This is an optimization exercise on Yosys and OpenROAD, whose aim is small area and a short achievable clock period, not a production implementation.
Power and IR drop assume default switching activity.

==> build 28 <==
## uart
module uart
#(
    parameter   COUNTER_WIDTH   = 15,
    parameter   DATA_WIDTH      = 16,
    parameter   RX_BUF_SIZE     = 64,
    parameter   TX_BUF_SIZE     = 64,
    parameter   RX_CONFIG_INIT  = {   1'b0, 
                                            2'b00,    
                                            4'd8,
                                            2'b00,      
                                            1'b0,       
                                            15'd2604 },
    parameter   TX_CONFIG_INIT  = {   1'b0, 
                                            2'b00,    
                                            4'd8,
                                            2'b00,      
                                            1'b0,       
                                            15'd2604 },
    parameter   LATENCY         = 0
)
(
    input   wire                        clk,
    input   wire                        ce,
    input   wire                        rst,
    input   wire                        rx_pin,
    output  wire                        tx_pin,
    output  wire    [DATA_WIDTH - 1:0]  rx_data,
    input   wire                        rx_read,
    output  wire                        rx_empty,
    output  wire                        rx_almost_empty,
    output  wire                        rx_full,
    output  wire                        rx_almost_full,
    input   wire    [DATA_WIDTH - 1:0]  tx_data,
    input   wire                        tx_write,
    output  wire                        tx_empty,
    output  wire                        tx_almost_empty,
    output  wire                        tx_full,
    output  wire                        tx_almost_full,
    input   wire [25-1:0] config_value,
    input   wire                        tx_config_valid,
    input   wire                        rx_config_valid
);
==> module fifo, before the edit <==
module fifo #(
    parameter WIDTH    = 16,
    parameter HEAD_REG = 1
)
(
    input   wire                clk,
    input   wire                rst,
    input   wire                re,
    input   wire                we,
    input   wire [WIDTH-1:0]    dataIn,
    output  wire [WIDTH-1:0]    dataOut,
    output  reg                 full_flag,
    output  reg                 almost_full,
    output  reg                 empty_flag,
    output  reg                 almost_empty
);
    reg [6:0] front;
    reg [6:0] back;
    reg [6:0] fill;         
    reg [6:0] front_p2;     
    reg [WIDTH-1:0] buffer [63:0];
    always @(posedge clk)
        if (we)
            buffer[back[5:0]] <= dataIn;
    always @(posedge clk) begin
        if (rst) begin
            front    <= 7'd0;
            back     <= 7'd0;
            fill     <= 7'd0;
            front_p2 <= 7'd2;
        end else begin
            if (re) begin
                front    <= front + 7'd1;
                front_p2 <= front_p2 + 7'd1;
            end
            if (we)
                back <= back + 7'd1;
            if (we && !re)
                fill <= fill + 7'd1;
            else if (re && !we)
                fill <= fill - 7'd1;
        end
    end
    wire fill_0   = fill == 7'd0;
    wire fill_1   = fill == 7'd1;
    wire fill_127 = fill == 7'd127;
    wire fill_63  = fill == 7'd63;
    wire fill_64  = fill == 7'd64;
    wire fill_65  = fill == 7'd65;
    wire ae_0     = front_p2 >= back;                       
    wire ae_1     = back == 7'd127 || front_p2 > back;      
    always @(posedge clk) begin
        empty_flag   <= rst || (we == re ? fill_0  : we ? fill_127 : fill_1);
        full_flag    <= !rst && (we == re ? fill_64 : we ? fill_63  : fill_65);
        almost_full  <= fill == 7'd62 || fill_63 || fill_64;
        almost_empty <= rst || (we ? ae_1 : ae_0);
    end
    generate
        if (HEAD_REG) begin : g_head
            reg  [WIDTH-1:0] r_head;
            reg  [5:0]       r_front_p1;    
            reg  [WIDTH-1:0] w_next;
            integer i;
            always @(*) begin
                w_next = {WIDTH{1'b0}};
                for (i = 0; i < 64; i = i + 1)
                    w_next = w_next | (buffer[i] & {WIDTH{r_front_p1 == i}});
            end
            wire bypass = we && (re ? back[5:0] == r_front_p1 : back[5:0] == front[5:0]);
            always @(posedge clk) begin
                if (bypass)
                    r_head <= dataIn;
                else if (re)
                    r_head <= w_next;
                if (rst)
                    r_front_p1 <= 6'd1;
                else if (re)
                    r_front_p1 <= r_front_p1 + 6'd1;
            end
            assign dataOut = r_head;
        end else begin : g_comb
            reg  [WIDTH-1:0] w_head;
            integer i;
            always @(*) begin
                w_head = {WIDTH{1'b0}};
                for (i = 0; i < 64; i = i + 1)
                    w_head = w_head | (buffer[i] & {WIDTH{front[5:0] == i}});
            end
            assign dataOut = w_head;
        end
    endgenerate
endmodule
clock: 8.0 ns
lec_check: 0
cap_margin: 20
core_margin: 2
core_utilization: 60
setup_slack_margin: 5
slew_margin: 20
run.sh (not shown) runs the stock make flow with config.mk's settings and CLKGATE_MAP_FILE= SYNTH_SCRIPT=/design/flow/synth_recipe.tcl, a recipe that flattens the netlist after the stock synthesis.
==> build 83 (differences from build 28) <==
--- a/flow/design.v
+++ b/flow/design.v
@@ -62,11 +62,5 @@
             reg  [WIDTH-1:0] r_head;
             reg  [5:0]       r_front_p1;    
-            reg  [WIDTH-1:0] w_next;
-            integer i;
-            always @(*) begin
-                w_next = {WIDTH{1'b0}};
-                for (i = 0; i < 64; i = i + 1)
-                    w_next = w_next | (buffer[i] & {WIDTH{r_front_p1 == i}});
-            end
+            wire [WIDTH-1:0] w_next = buffer[r_front_p1];
             wire bypass = we && (re ? back[5:0] == r_front_p1 : back[5:0] == front[5:0]);
             always @(posedge clk) begin
@@ -82,12 +76,5 @@
             assign dataOut = r_head;
         end else begin : g_comb
-            reg  [WIDTH-1:0] w_head;
-            integer i;
-            always @(*) begin
-                w_head = {WIDTH{1'b0}};
-                for (i = 0; i < 64; i = i + 1)
-                    w_head = w_head | (buffer[i] & {WIDTH{front[5:0] == i}});
-            end
-            assign dataOut = w_head;
+            assign dataOut = buffer[front[5:0]];
         end
     endgenerate
--- a/flow/config.mk
+++ b/flow/config.mk
@@ -8,5 +8,5 @@
 export CAP_MARGIN = 20
 export CORE_MARGIN = 2
-export CORE_UTILIZATION = 60
+export CORE_UTILIZATION = 40
 export SETUP_SLACK_MARGIN = 5
 export SLEW_MARGIN = 20
==> comparison table <==
quantity                                                                build 28               build 83
Fin cells                                                                   8075                   8376
Final core utilization                                                     72.4%                  46.5%
Fraction of the mapped netlist area in simple logic gates                  7.13%                  3.50%
Instance count of the mapped netlist                                        5401                   4870
P_leak                                                                   35.0 nW                32.5 nW
Setup Fix Bufs, Post-CTS                                                     190                     76
Clock distribution power                                                 10.8 mW                10.7 mW
Status                                          no timing/DRC/antenna violations  no timing/DRC/antenna violations
Total clock buffers created by CTS                                           229                    231
Hold wc startpoint                                         r_tx_empty[1]$_DFF_P_  r_tx_empty[2]$_DFF_P_
Maximum clock skew at final layout                                     0.0393 ns              0.0277 ns
Proportion of synthesized chip area in sequential cells                    78.3%                  74.7%
Worst setup slack for register-to-register paths                         4.70 ns                5.05 ns
Number of placed instances with taps included                               7378                   7842
Pin count of the biggest net entering global routing                          87                     74
Flip-flop and latch count after synthesis                                   2378                   2384
Synthesized area per cell                                             16.3 sq um             18.9 sq um
No functional check of the RTL was part of any run of this note.

==> port drivers added, routing unchanged <==
The results above use ideal ports. As a check the final layouts listed here were re-extracted and re-timed, cells and wires unchanged. Step 1 assumes that a clkbuf_16 drives the clock port and a buf_2 every other input. Step 2 also shifts input and output timing later by t, the mid clock arrival at the registers, as if the neighbouring blocks saw the same clock. Three values: no drivers, after step 1, after step 2; two values: the first two.
run	t, ns	setup slack, ns	pins driven straight from the clock port
build 28	0.947	4.704 / 4.704 / 4.084	1
build 83	0.942	4.886 / 4.790 / 4.112	1
After both steps every run listed still meets setup and hold. For build 83, which loses most, drivers alone change the setup slack by -0.096 ns; drivers and shift together by -0.774 ns.
